Source: an optimization exercise on an open RTL-to-GDS flow (aim: small area and a short achievable clock period). Production flows keep margins and buffers that such runs may drop.
Function was checked by simulation only, so behaviour that the tests miss may differ from the original.
No activity file was given, so power comes from the tool's default toggle rates.

==> inputs of build 70 <==
// alu_operations_five
module alu_operations_five (
    input  clk,
    input  rst_n,
    input  load,
    input  signed [31:0]  ID_EX_A,
    input  signed [31:0]  ID_EX_B,
    input  signed [5:0]   opcode,
    output reg signed [31:0] ALU_result
);
    wire [31:0] A = ID_EX_A;
    wire [31:0] B = ID_EX_B;
    wire [5:0]  op = opcode;
    wire valid = (op[5:3] == 3'b000) && (op[2:1] != 2'b11);
    wire m = op[2] & op[0];               
    wire cAND = ~m & op[1] & ~op[0];
    wire cOR = ~m & op[1] & op[0];
    wire cAOR = ~m & (~op[1] | op[0]);
    wire cC = ~m & ~op[1];
    wire inv = op[0] | op[2];
    wire [31:0] nAg;
    wire g1;
    wire g2;
    wire g3;
    wire neg0_4;
    wire g5;
    wire g6;
    wire g7;
    wire neg0_8;
    wire g9;
    wire g10;
    wire g11;
    wire g12;
    wire g13;
    wire g14;
    wire g15;
    wire g16;
    wire g17;
    wire g18;
    wire g19;
    wire g20;
    wire g21;
    wire g22;
    wire g23;
    wire g24;
    wire g25;
    wire g26;
    wire g27;
    wire g28;
    wire g29;
    wire g30;
    wire g31;
    wire g32;
    wire g33;
    wire g34;
    wire g35;
    wire g36;
    wire g37;
    wire g38;
    wire g39;
    wire g40;
    wire g41;
    wire g42;
    wire g43;
    wire g44;
    wire g45;
    wire g46;
    wire g47;
    wire g48;
    wire g49;
    wire g50;
    wire g51;
    wire g52;
    wire g53;
    wire g54;
    wire g55;
    wire g56;
    wire g57;
    wire g58;
    wire g59;
    wire g60;
    wire g61;
    wire g62;
    wire g63;
    wire g64;
    wire g65;
    wire g66;
    wire g67;
    wire g68;
    wire g69;
    wire g70;
    wire g71;
    wire g72;
    wire g73;
    wire g74;
    wire g75;
  ...
==> flow/config.mk <==
export PLATFORM = sky130hd
export DESIGN_NAME = alu_operations_five
export DESIGN_NICKNAME = alu_operations_five
export VERILOG_FILES = /design/flow/design.v
export SDC_FILE = /design/flow/constraint.sdc
export NUM_CORES = 4
export LEC_CHECK = 0
export CAP_MARGIN = 20
export CORE_MARGIN = 2
export CORE_UTILIZATION = 40
export CTS_BUF_LIST = sky130_fd_sc_hd__clkbuf_4 sky130_fd_sc_hd__clkbuf_8
export SETUP_SLACK_MARGIN = 4.4
export SLEW_MARGIN = 20
export SYNTH_HIERARCHICAL = 1
==> flow/constraint.sdc <==
create_clock -name core_clock -period 8.5 [get_ports {clk}]
set_input_delay 1.7000 -clock core_clock [delete_from_list [all_inputs] [get_ports {clk}]]
set_output_delay 1.7000 -clock core_clock [all_outputs]
set_load 0.01 [all_outputs]
standard.sh (not shown) runs the stock make flow with config.mk's settings and CLKGATE_MAP_FILE= SYNTH_SCRIPT=/design/flow/synth_recipe.tcl, a recipe that flattens the netlist after the stock synthesis.
==> flow/flow/run.sh <==
#!/bin/bash
set -euo pipefail
bash standard.sh BUFFER_PORTS_ARGS="-buffer_cell sky130_fd_sc_hd__buf_1" finish > standard.log 2>&1
==> build 63 (differences from build 70) <==
Settings changed: CORE_UTILIZATION 40 to 55, SETUP_SLACK_MARGIN 4.4 to 4.1.
==> qor.yml <==
worst_setup_path:
  max_stage_delay_ns: 0.47
power_and_ir_drop:
  power_density_nw_per_um2: 250
  pg_comb_w: 0.00362
timing:
  holdWs_ns: 0.510
  worst_pin_slew_ns: 1.06
drt:
  first_iter_violations: 1509
  wl_met2_mm: 28.6
placement:
  hpwlAfterDp_mm: 40.5
  gp_congestion: 0.914
layout:
  seqAreaFraction_pct: 19.8
  nMultiInputCombCells: 1303
  drive_gt1_share_pct: 22.1
global_route:
  grt_usage_pct: 29.0
  grt_pass1_vias: 14154
  antenna_found_initial: 1
status:
  status: "complete, no violations"
Source of the figures above: build 70

==> qor.yml <==
status:
  status: "complete, no violations"
layout:
  nMultiInputCombCells: 1291
  drive_gt1_share_pct: 12.1
  seqAreaFraction_pct: 21.7
drt:
  wl_met2_mm: 24.6
synthesis:
  synth_cells: 1473
timing:
  holdWs_ns: 0.511
  worst_pin_slew_ns: 1.15
global_route:
  grt_usage_pct: 37.2
  antenna_found_initial: 0
power_and_ir_drop:
  pg_comb_w: 0.00338
  p_int_w: 0.00274
  p_clk_w: 0.000577
worst_setup_path:
  max_stage_delay_ns: 0.49
placement:
  gp_congestion: 0.952
Source of the figures above: build 63


========
==> job 5293 <==
alu_operations_five, a different RTL version from the one above (not shown whole).
==> flow/config.mk <==
export PLATFORM = sky130hd
export DESIGN_NAME = alu_operations_five
export DESIGN_NICKNAME = alu_operations_five
export VERILOG_FILES = /design/flow/design.v
export SDC_FILE = /design/flow/constraint.sdc
export NUM_CORES = 4
export LEC_CHECK = 0
export CAP_MARGIN = 20
export CORE_MARGIN = 2
export CORE_UTILIZATION = 40
export CTS_BUF_LIST = sky130_fd_sc_hd__clkbuf_4 sky130_fd_sc_hd__clkbuf_8
export SETUP_SLACK_MARGIN = 3.4
export SLEW_MARGIN = 20
export SYNTH_HIERARCHICAL = 1
==> flow/constraint.sdc <==
create_clock -name core_clock -period 8.5 [get_ports {clk}]
set_input_delay 1.7000 -clock core_clock [delete_from_list [all_inputs] [get_ports {clk}]]
set_output_delay 1.7000 -clock core_clock [all_outputs]
set_load 0.01 [all_outputs]
Scripts as last shown in full above: flow/flow/run.sh
==> job 9367 (differences from job 5293) <==
CTS_BUF_LIST = not set   (was sky130_fd_sc_hd__clkbuf_4 sky130_fd_sc_hd__clkbuf_8)
SETUP_SLACK_MARGIN = 4.0   (was 3.4)
==> job 424 (differences from job 5293) <==
CTS_BUF_LIST = not set   (was sky130_fd_sc_hd__clkbuf_4 sky130_fd_sc_hd__clkbuf_8)
SETUP_SLACK_MARGIN = 3.7   (was 3.4)
==> metrics.yaml <==
status: "complete, no violations"
grt_start_max_net_pins: 79
power_uw: 4350
place_ws_ns: 2.05
maxSlewHeadroom_pct: 34.7
clock_area_share_pct: 2.14
timing.hold.ws_ns: 0.512
n_antenna_cell: 0
worst_slack_ns: 3.43
buf_share_pct: 4.23
powerDensity_nw_per_um2: 238
Source of the figures above: job 5293

==> metrics.yaml <==
maxSlewHeadroom_pct: 30.2
clock_area_share_pct: 2.67
place_ws_ns: 2.36
status: "complete, no violations"
grt_util_all_layers_pct: 30.8
worst_slack_ns: 3.77
io-pin-count: 105
n_antenna_cell: 1
hold_viol: 0
powerDensity_nw_per_um2: 221
fin_cells: 2318
timing.hold.ws_ns: 0.505
r2r-start: "q0[25]"
grt_start_max_net_pins: 90
Source of the figures above: job 9367

==> metrics.yaml <==
timing.hold.ws_ns: 0.506
maxSlewHeadroom_pct: 37.9
buf_share_pct: 6.30
place_ws_ns: 2.18
largest_class: "multi-input combinational cells"
status: "complete, no violations"
fillers: 3662
finalSetupViolations: 0
pwr-share-clk_pct: 15.7
power_uw: 4590
powerDensity_nw_per_um2: 237
grt_start_max_net_pins: 78
worst_slack_ns: 3.74
n_antenna_cell: 1
clock_area_share_pct: 3.01
Source of the figures above: job 424


========
==> run a <==
RTL: one of the versions met above, not the one the previous note started from.
Design alu_operations_five, start of the top module:
module alu_operations_five (
    input  clk,
    input  rst_n,
    input  load,
    input  signed [31:0]  ID_EX_A,
    input  signed [31:0]  ID_EX_B,
    input  signed [5:0]   opcode,
    output reg signed [31:0] ALU_result
);
export LEC_CHECK = 0
export CAP_MARGIN = 20
export CORE_MARGIN = 2
export CORE_UTILIZATION = 40
export SETUP_SLACK_MARGIN = 3.8
export SLEW_MARGIN = 20
export SYNTH_HIERARCHICAL = 1
create_clock -name core_clock -period 8.5 [get_ports {clk}]
Scripts as last shown in full above: flow/flow/run.sh
==> inputs of run b, as changes to run a <==
--- a/flow/config.mk
+++ b/flow/config.mk
@@ -8,6 +8,7 @@
 export CAP_MARGIN = 20
 export CORE_MARGIN = 2
-export CORE_UTILIZATION = 40
-export SETUP_SLACK_MARGIN = 3.8
+export CORE_UTILIZATION = 65
+export CTS_BUF_LIST = sky130_fd_sc_hd__clkbuf_4 sky130_fd_sc_hd__clkbuf_8
+export SETUP_SLACK_MARGIN = 4.1
 export SLEW_MARGIN = 20
 export SYNTH_HIERARCHICAL = 1
==> inputs of run c, as changes to run a <==
--- a/flow/config.mk
+++ b/flow/config.mk
@@ -9,4 +9,5 @@
 export CORE_MARGIN = 2
 export CORE_UTILIZATION = 40
+export CTS_BUF_LIST = sky130_fd_sc_hd__clkbuf_4 sky130_fd_sc_hd__clkbuf_8
 export SETUP_SLACK_MARGIN = 3.8
 export SLEW_MARGIN = 20
==> run notes <==
item                                              run b        run c        run a
Maximum clock rate                              223 MHz      207 MHz      214 MHz
Post-route design area                      19300 sq um  19000 sq um  19400 sq um
Die area                                    27100 sq um  43600 sq um  43600 sq um
Antenna violations before repair                      1            3            1
Post-CTS Resized                                    102           76           97
Run status             no timing/DRC/antenna violations  no timing/DRC/antenna violations  no timing/DRC/antenna violations
Area Overhead vs Synth                            15.2%        13.2%        15.9%
Register-to-register path setup slack           4.54 ns      4.55 ns      4.53 ns
Final core utilization                            76.5%        46.2%        47.2%
GRT Total Usage                                   42.2%        25.9%        26.0%
Antenna diode count                                   0            3            2
Internal Dissipation                            2.70 mW      2.70 mW      2.88 mW
Placed cell count                                  1908         2126         2126
Final worst hold slack                         0.509 ns     0.511 ns     0.508 ns
Total of fill cells in the finished design         1746         3896         3852
Setup Buffers After CTS                              17            8           11
Clock network area share                          2.00%        1.96%        2.86%
Highest metal layer with signal wires              met5         met4         met4

========
==> job 2882 <==
alu_operations_five again, from the RTL that the note above started with.
Settings: LEC_CHECK=0, CAP_MARGIN=20, CORE_MARGIN=2, CORE_UTILIZATION=40, CTS_BUF_LIST=sky130_fd_sc_hd__clkbuf_4 sky130_fd_sc_hd__clkbuf_8, SETUP_SLACK_MARGIN=4.1, SLEW_MARGIN=20, SYNTH_HIERARCHICAL=1; clock period 8.5 ns.
Scripts as last shown in full above: flow/flow/run.sh
==> job 6981 (differences from job 2882) <==
- CAP_MARGIN: 20 -> 10
- SLEW_MARGIN: 20 -> 10
==> summary.md <==
| Metric | Value |
|---|---|
| Max-Cap Viols | 0 |
| Final cell count without fillers | 2163 |
| Outcome | no timing/DRC/antenna violations |
| Clock Path Buffers | 2 |
| Final design instance area without fill | 19170 µm² |
| CLK BUF | 19 |
| R2R Setup Slk | 4.36 ns |
| Buf/Inv on CP | 1 |
| Mapped Cells | 1473 |
# the run above: job 2882

==> summary.md <==
| Metric | Value |
|---|---|
| Mapped Cells | 1473 |
| R2R Setup Slk | 4.36 ns |
| Final design instance area without fill | 19170 µm² |
| Clock Path Buffers | 2 |
| Initial antenna violation count | 2 |
| Grt met2 use | 40.10% |
| CLK BUF | 19 |
| Buf/Inv on CP | 1 |
| Max-Cap Viols | 0 |
| Outcome | no timing/DRC/antenna violations |
| Sw Pwr | 0.002247 W |
# the run above: job 6981

[static timing again, ports no longer ideal]
No port has a modelled driver above. Below, the same layouts with a new extraction and two added sets of constraints.
Step 1 sets driving cells, clkbuf_16 on the clock port and buf_2 on the other inputs (assumed; they add their load-dependent delay and slew).
Step 2 adds t to the input delays and takes it off the output delays; t is the mean of the earliest and latest rising clock arrival at the registers after step 1. Input paths then give back, and output paths get back, about the clock's delay inside the block.
Slacks: no drivers / after step 1 / after step 2; pairs: no drivers / after step 1.
run | t, ns | setup WS [ns] | worst setup path at the end
build 70 | 0.553 | 4.336 / 4.105 / 3.552 | input to register
build 63 | 0.550 | 4.094 / 3.947 / 3.397 | input to register
job 5293 | 0.534 | 3.429 / 3.424 / 2.890 | input to register
job 9367 | 0.482 | 3.769 / 3.615 / 3.133 | input to register
job 424 | 0.516 | 3.743 / 3.653 / 3.137 | input to register
run a | 0.513 | 3.831 / 3.864 / 3.351 | input to register
run b | 0.530 | 4.016 / 3.989 / 3.459 | input to register
run c | 0.561 | 3.672 / 3.701 / 3.140 | input to register
job 2882 | 0.560 | 4.074 / 4.067 / 3.506 | input to register
job 6981 | 0.560 | 4.074 / 4.067 / 3.506 | input to register
After both steps every run listed still meets setup and hold. The setup slack of build 70, which loses most, moves by -0.231 ns with the drivers and by -0.784 ns with both steps.
